Source: an optimization exercise on an open RTL-to-GDS flow (aim: a short achievable clock period and few clock cycles). Production flows keep margins and buffers that such runs may drop. In this exercise RTL edits were held to simulation tests only and were not proved equivalent to the original. Power figures rest on the tool's default switching activity, not on a simulated workload.

==> flow/design.v <==
`timescale 1ns / 1ps
module cpu(
input clk,
input reset,
input [15:0] din,
output reg [15:0] dout,
output reg dout_valid,
output [15:0] imem_addr,
input [31:0] imem_data,
output halted
    );
 reg [31:0] IR;
 reg [15:0] GPR[31:0];
 reg [15:0] SGPR;
 reg carry,zero,sign,overflow;
 wire [4:0] opcode = IR[31:27];
 reg jump_flag,stop_flag;
 wire decode_x;
 reg [15:0] PC;
 assign imem_addr = PC;
 reg [15:0] data_mem[15:0];
 integer  j;
 wire [15:0] opa = GPR[IR[21:17]];
 wire [15:0] opb = (IR[16] == 1) ? IR[15:0] : GPR[IR[15:11]];
 wire [16:0] sum  = {1'b0,opa} + {1'b0,opb};
 wire [15:0] diff = opa - opb;
 wire [31:0] prod = opa * opb;
 reg  [15:0] alu_res;
 always @(*)
 begin
    case(opcode)
    5'b00000: alu_res = SGPR;
    5'b00001:     alu_res = (IR[16] == 1) ? IR[15:0] : opa;
    5'b00010:     alu_res = sum[15:0];
    5'b00011:     alu_res = diff;
    5'b00100:     alu_res = prod[15:0];
    5'b00101:     alu_res = opa | opb;
    5'b00110:    alu_res = opa & opb;
    5'b00111:    alu_res = opa ^ opb;
    5'b01000:   alu_res = opa ~^ opb;
    5'b01001:   alu_res = ~(opa & opb);
    5'b01010:    alu_res = ~(opa | opb);
    5'b01011:    alu_res = (IR[16] == 1) ? ~(IR[15:0]) : ~opa;
    default:  alu_res = 16'd0;
    endcase
 end
  always @(posedge clk)
  begin
  if(reset) begin
    SGPR<=16'd0;
    for(j=0;j<32;j=j+1)
      GPR[j]<=16'd0;
    carry<=1'b0;
    zero<=1'b1;
    sign<=1'b0;
    overflow<=1'b0;
    dout_valid<=1'b0;
  end
  else
  begin
    dout_valid <= 1'b0;
    if (decode_x)
    begin
    jump_flag <= 0;
    stop_flag <=0;
    if (opcode <= 5'b01011) begin
       if (opcode == 5'b00100) begin
          zero <= ~(|prod);
          sign <= prod[31];
       end
       else begin
          zero <= ~(|alu_res);
          sign <= alu_res[15];
       end
       carry <= (opcode == 5'b00010) ? sum[16] : 1'b0;
       if (opcode == 5'b00010)
          overflow <= (opa[15] == opb[15]) && (alu_res[15] != opa[15]);
       else if (opcode == 5'b00011)
          overflow <= (opa[15] != opb[15]) && (alu_res[15] != opa[15]);
       else
          overflow <= 1'b0;
       if (opcode == 5'b00100)
          SGPR <= prod[31:16];
       GPR[IR[26:22]] <= alu_res;
    end
    case(opcode)
    5'b01101: data_mem[IR[3:0]] <= GPR[IR[21:17]];
    5'b01110: data_mem[IR[3:0]] <= din;
    5'b01111: GPR[IR[26:22]] <= data_mem[IR[3:0]];
    5'b10001: begin
         dout <= data_mem[IR[3:0]];
         dout_valid <= 1'b1;
       end
    5'b10010:        jump_flag <= 1;
    5'b10011:     jump_flag <= carry;
    5'b10100:    jump_flag <= ~carry;
    5'b10101:      jump_flag <= sign;
    5'b10110:     jump_flag <= ~sign;
    5'b10111:      jump_flag <= zero;
    5'b11000:     jump_flag <= ~zero;
    5'b11001:  jump_flag <= overflow;
    5'b11010: jump_flag <= ~overflow;
    5'b11011: stop_flag<=1;
    default: ;
    endcase
    end
  end
  end
 parameter Idle =0,Fetch=1,Decode=2,UpdatePC = 3,SenseHalt=4;
 reg [2:0] cs,ns;
 assign decode_x = (cs == Decode);
 assign halted = (cs == SenseHalt) && stop_flag;
 always@(posedge clk)
    if(reset) cs <=Idle;
    else cs<=ns;
 always@(*)
 begin
    case(cs)
        Idle:      ns = Fetch;
        Fetch:     ns = Decode;
        Decode:    ns = UpdatePC;
        UpdatePC:  ns = SenseHalt;
        SenseHalt: ns = stop_flag ? SenseHalt : Fetch;
        default:   ns = Idle;
    endcase
 end
 always@(posedge clk)
    if(reset) begin
        IR <= 32'd0;
        PC <= 16'd0;
    end
    else begin
        if (cs == Fetch)
            IR <= imem_data;
        if (cs == UpdatePC)
            PC <= jump_flag ? IR[15:0] : PC + 16'd1;
    end
endmodule
==> flow/run.sh <==
#!/bin/bash
# synth_recipe.tcl (not shown) runs the flow's synth.tcl, then flattens the netlist and writes it again
# the make line also repeats each setting of config.mk as NAME=value (left out here)
make -C /OpenROAD-flow-scripts/flow DESIGN_CONFIG=/design/flow/config.mk WORK_HOME=/design/flow/orfs CLKGATE_MAP_FILE= SYNTH_SCRIPT=/design/flow/synth_recipe.tcl finish
==> flow/config.mk <==
export PLATFORM = sky130hd
export DESIGN_NAME = cpu
export DESIGN_NICKNAME = cpu
export VERILOG_FILES = /design/flow/design.v
export SDC_FILE = /design/flow/constraint.sdc
export NUM_CORES = 4
export LEC_CHECK = 0
export CAP_MARGIN = 20
export CORE_MARGIN = 2
export CORE_UTILIZATION = 40
export PLACE_DENSITY = 0.6
export SLEW_MARGIN = 20
==> flow/constraint.sdc <==
create_clock -name core_clock -period 11.0 [get_ports {clk}]
set_input_delay 2.2000 -clock core_clock [delete_from_list [all_inputs] [get_ports {clk}]]
set_output_delay 2.2000 -clock core_clock [all_outputs]
set_load 0.01 [all_outputs]
==> results.sh <==
export IMPL_cts_max_level=3
export IMPL_final_common_cell="edfxtp_1"
export IMPL_cts_buffer_depth=3
export IMPL_hold_viol_final=0
export IMPL_core_area_mm2=0.129
export IMPL_yosysUniqueCellTypes=95
export IMPL_grt_start_max_net_pins=54
export IMPL_drt_iter0_drc=5079
export IMPL_synth_ff_type="edfxtp_1"
export IMPL_cellInternalPower_w=0.00834
export IMPL_cts_clk_slew_worst_paths_ns=0.07
export IMPL_path_delay_family="adder cells"
export IMPL_grt_antenna_before_repair=9
export IMPL_cp_arrival_ns=10.75
export IMPL_maxCapViolCount=0
export IMPL_drc_errors=0
export IMPL_post_route_period_util_pct=92.0
export IMPL_min_path_type="flip-flop to flip-flop"
export IMPL_fin_crit_ns=10.12
export IMPL_relSlewSlack_pct=18.3
export IMPL_synth_area_mm2=0.0521
export IMPL_synth_seq_cells=872
export IMPL_p_seq_share_pct=26.1
export IMPL_dieArea_mm2=0.133
export IMPL_ant_nets=0
export IMPL_timing_fmax_mhz=98.8
export IMPL_p_sw_share_pct=43.7
export IMPL_globalplace_congestion=1.04
export IMPL_worst_path_max_fanout=25
export IMPL_wire_per_inst_um=31.1
export IMPL_status="finished clean"
export IMPL_crit_path_max_incr_delay_ns=0.74
export IMPL_vias=37300
export IMPL_final_layout_size_suffix_gt1_share_pct=17.3
export IMPL_crit_path_frequent_cell="fa_1"
export IMPL_synth_edf_count=786
export IMPL_viasPerCell=6.11
export IMPL_synth_avg_cell_area_um2=12.3
export IMPL_grt_pass1_vias=36500
export IMPL_async_reset_ff_share_pct=0
export IMPL_crit_type="flip-flop to flip-flop"
export IMPL_slew_violations=0
export IMPL_yosysTopAreaCell="edfxtp_1"
export IMPL_tritoncts="done"
export IMPL_p_switching_w=0.00647
export IMPL_fp_dieW_um=365
export IMPL_hpwl_um=135000
export IMPL_synth_top_cell_area_share_pct=45.3
export IMPL_syn_inst=4230
export IMPL_cts_resized=0
export IMPL_synth_area_leaders="edfxtp_1 45%, mux4_2 15%, fa_1 7.5%"
export IMPL_final_cell_mix="786 x edfxtp_1, 768 x nor2_1, 353 x nand2_1"
export IMPL_clkSinkCount=872
export IMPL_dr_pass1_iters=8
export IMPL_p_leak_nw=20.9
export IMPL_power_frac_comb_pct=51.5
export IMPL_grt_pass1_wl_um=269000
export IMPL_cts_setup_buffers=0
export IMPL_power_density_mw_per_mm2=252
export IMPL_tns_ns=0
export IMPL_crit_path_start_kind="flip-flop"
export IMPL_clock_skew_ns=0.0547
export IMPL_hp_start="IR[19]"
export IMPL_grt_overflow=0
export IMPL_syn_to_final_growth_pct=12.8
export IMPL_root_buffer="clkbuf_16"
export IMPL_vdd_ir_drop_max_v=0.000368
export IMPL_ys_seq_area_share_pct=48.6
export IMPL_wl_um=190000
export IMPL_slowest_stage="dfxtp_4"
export IMPL_critPathCaptureType="flip-flop"
export IMPL_die_h_um=365
export IMPL_fin_nets=4680
export IMPL_crit_buf_inv=7
export IMPL_final_setup_viol_count=0
export IMPL_cts_buffers=93
export IMPL_synth_warnings=1
export IMPL_rsz0062_at_grt="false"
export IMPL_hold_slack_ns=0.467
export IMPL_port_buffers=83
export IMPL_tightest_slew_ns=1.21
export IMPL_p_clk_share_pct=22.4
export IMPL_clk_insertion_delay_late_ns=0.74
export IMPL_rows=132
export IMPL_grtUsageTotal_pct=28.5
export IMPL_start_util_pct=40.3
export IMPL_critPathRequiredTime_ns=11.62
export IMPL_synth_fp_nets=4629
export IMPL_pin_count=84
export IMPL_hold_buffers=0
==> power by group through the flow <==
stage	sequential, W	clock, W	combinational [W]
after floorplan	0.00385	0	0.00510
after global placement	0.00393	0	0.00740
after detailed placement	0.00394	0	0.00747
after CTS	0.00387	0.00333	0.00752
after global routing	0.00388	0.00346	0.00831
final	0.00387	0.00331	0.00763
==> sequential cells by signal, indices dropped and copies added, names as in the netlist, named ones only <==
| register | count |
|---|---|
| GPR | 512 |
| data_mem | 256 |
| IR | 32 |
| PC | 16 |
| SGPR | 16 |
| dout | 16 |
| cs | 3 |
| carry | 1 |
| dout_valid | 1 |
| jump_flag | 1 |
| overflow | 1 |
| sign | 1 |
| stop_flag | 1 |
| zero | 1 |
==> path summary, 6_finish.rpt <==
path	end	slack [ns]	cells past startpoint
max	zero	0.88	30
min reg2reg	flip-flop	0.47	2
min	flip-flop	0.47	2
max reg2reg	zero	0.88	30
==> Yosys cell counts, drive strengths merged (19+ instances only) <==
library cell / number
and3: 19
xnor2: 21
mux4: 345
nand2: 353
a31oi: 20
clkbuf: 221
nor3: 51
buf: 76
dfxtp: 86
nor2b: 26
nand2b: 57
edfxtp: 786
a22oi: 35
nor2: 781
a221oi: 20
o211ai: 24
o21ai: 93
nand3: 43
mux2i: 78
a21oi: 157
ha: 154
a211oi: 24
fa: 195
inv: 287
==> routing by layer <==
layer / routed length, um / GRT usage [%] / share of wire [%] / vias up
met4: 12100 / 15.8 / 6.4 / 10
met3: 20500 / 6.63 / 11 / 488
met5: 69 / 0 / 0.036 / -
met2: 84300 / 43.2 / 44 / 2324
li1: - / - / - / 15500
met1: 72800 / 37.7 / 38 / 18900
==> logic make-up after synthesis <==
family	share of synthesized area, %
DFF	48.6
AOI/OAI and AO/OA	6.54
xor gates and xnor gates	0.538
muxes	16.8
buffers and inverters	4.64
and+or+nand+nor	11.7
adders and majority gates	11.2
==> final cells by class <==
class	count	area, um^2
clock inverters	65	797
repair buffers	253	2230
diodes	1	2.50
inverters	297	1110
multi-input cells	2764	24700
well taps	1742	2180
fillers	11700	70700
clock buffers	107	2390
flip-flops and latches	872	25400
==> worst register-to-register path, delay by kind of cell, from the launching register on <==
family,cells,cell delay (ns)
buffers and inverters,7,1.19
xor gates and xnor gates,1,0.18
DFF,1,0.74
AOI/OAI and AO/OA,5,1.23
muxes,3,1.43
adders and majority gates,8,3.66
and+or+nand+nor,6,1.62
==> metrics by stage <==
step	utilization, %	setup WS, ns	total power [W]	std cells	instance area, um^2
3_3_place_gp	42.9	1.23	0.0113	5924	55500
4_1_cts	45.4	0.901	0.0147	6100	58800
2_1_floorplan	-	2.07	0.00894	4230	52100
6_report	45.4	0.877	0.0148	6101	58800
3_5_place_dp	42.9	0.962	0.0114	5928	55600
5_1_grt	45.4	0.367	0.0156	6100	58800

[re-timing with driven ports]
How much do the figures lean on ideal ports? The routed layout below was timed once more, with nothing changed but the port constraints. Step 1 assumes that a clkbuf_16 drives the clock port and a buf_2 every other input. Step 2 also shifts input and output timing later by t, the mid clock arrival at the registers, as if the neighbouring blocks saw the same clock. Slacks: ideal / step 1 / step 2; pairs: ideal / step 1.
t, ns: 0.793
setup WS [ns]: 0.877 / 0.877 / 0.877
worst hold slack (ns): 0.467 / 0.467 / 0.467
worst setup path after step 2: register to register
cell pins on the clock port's net: 1
After both steps setup and hold are still met in this run. The setup slack of this run moves by 0.000 ns with the drivers and by 0.000 ns with both steps.
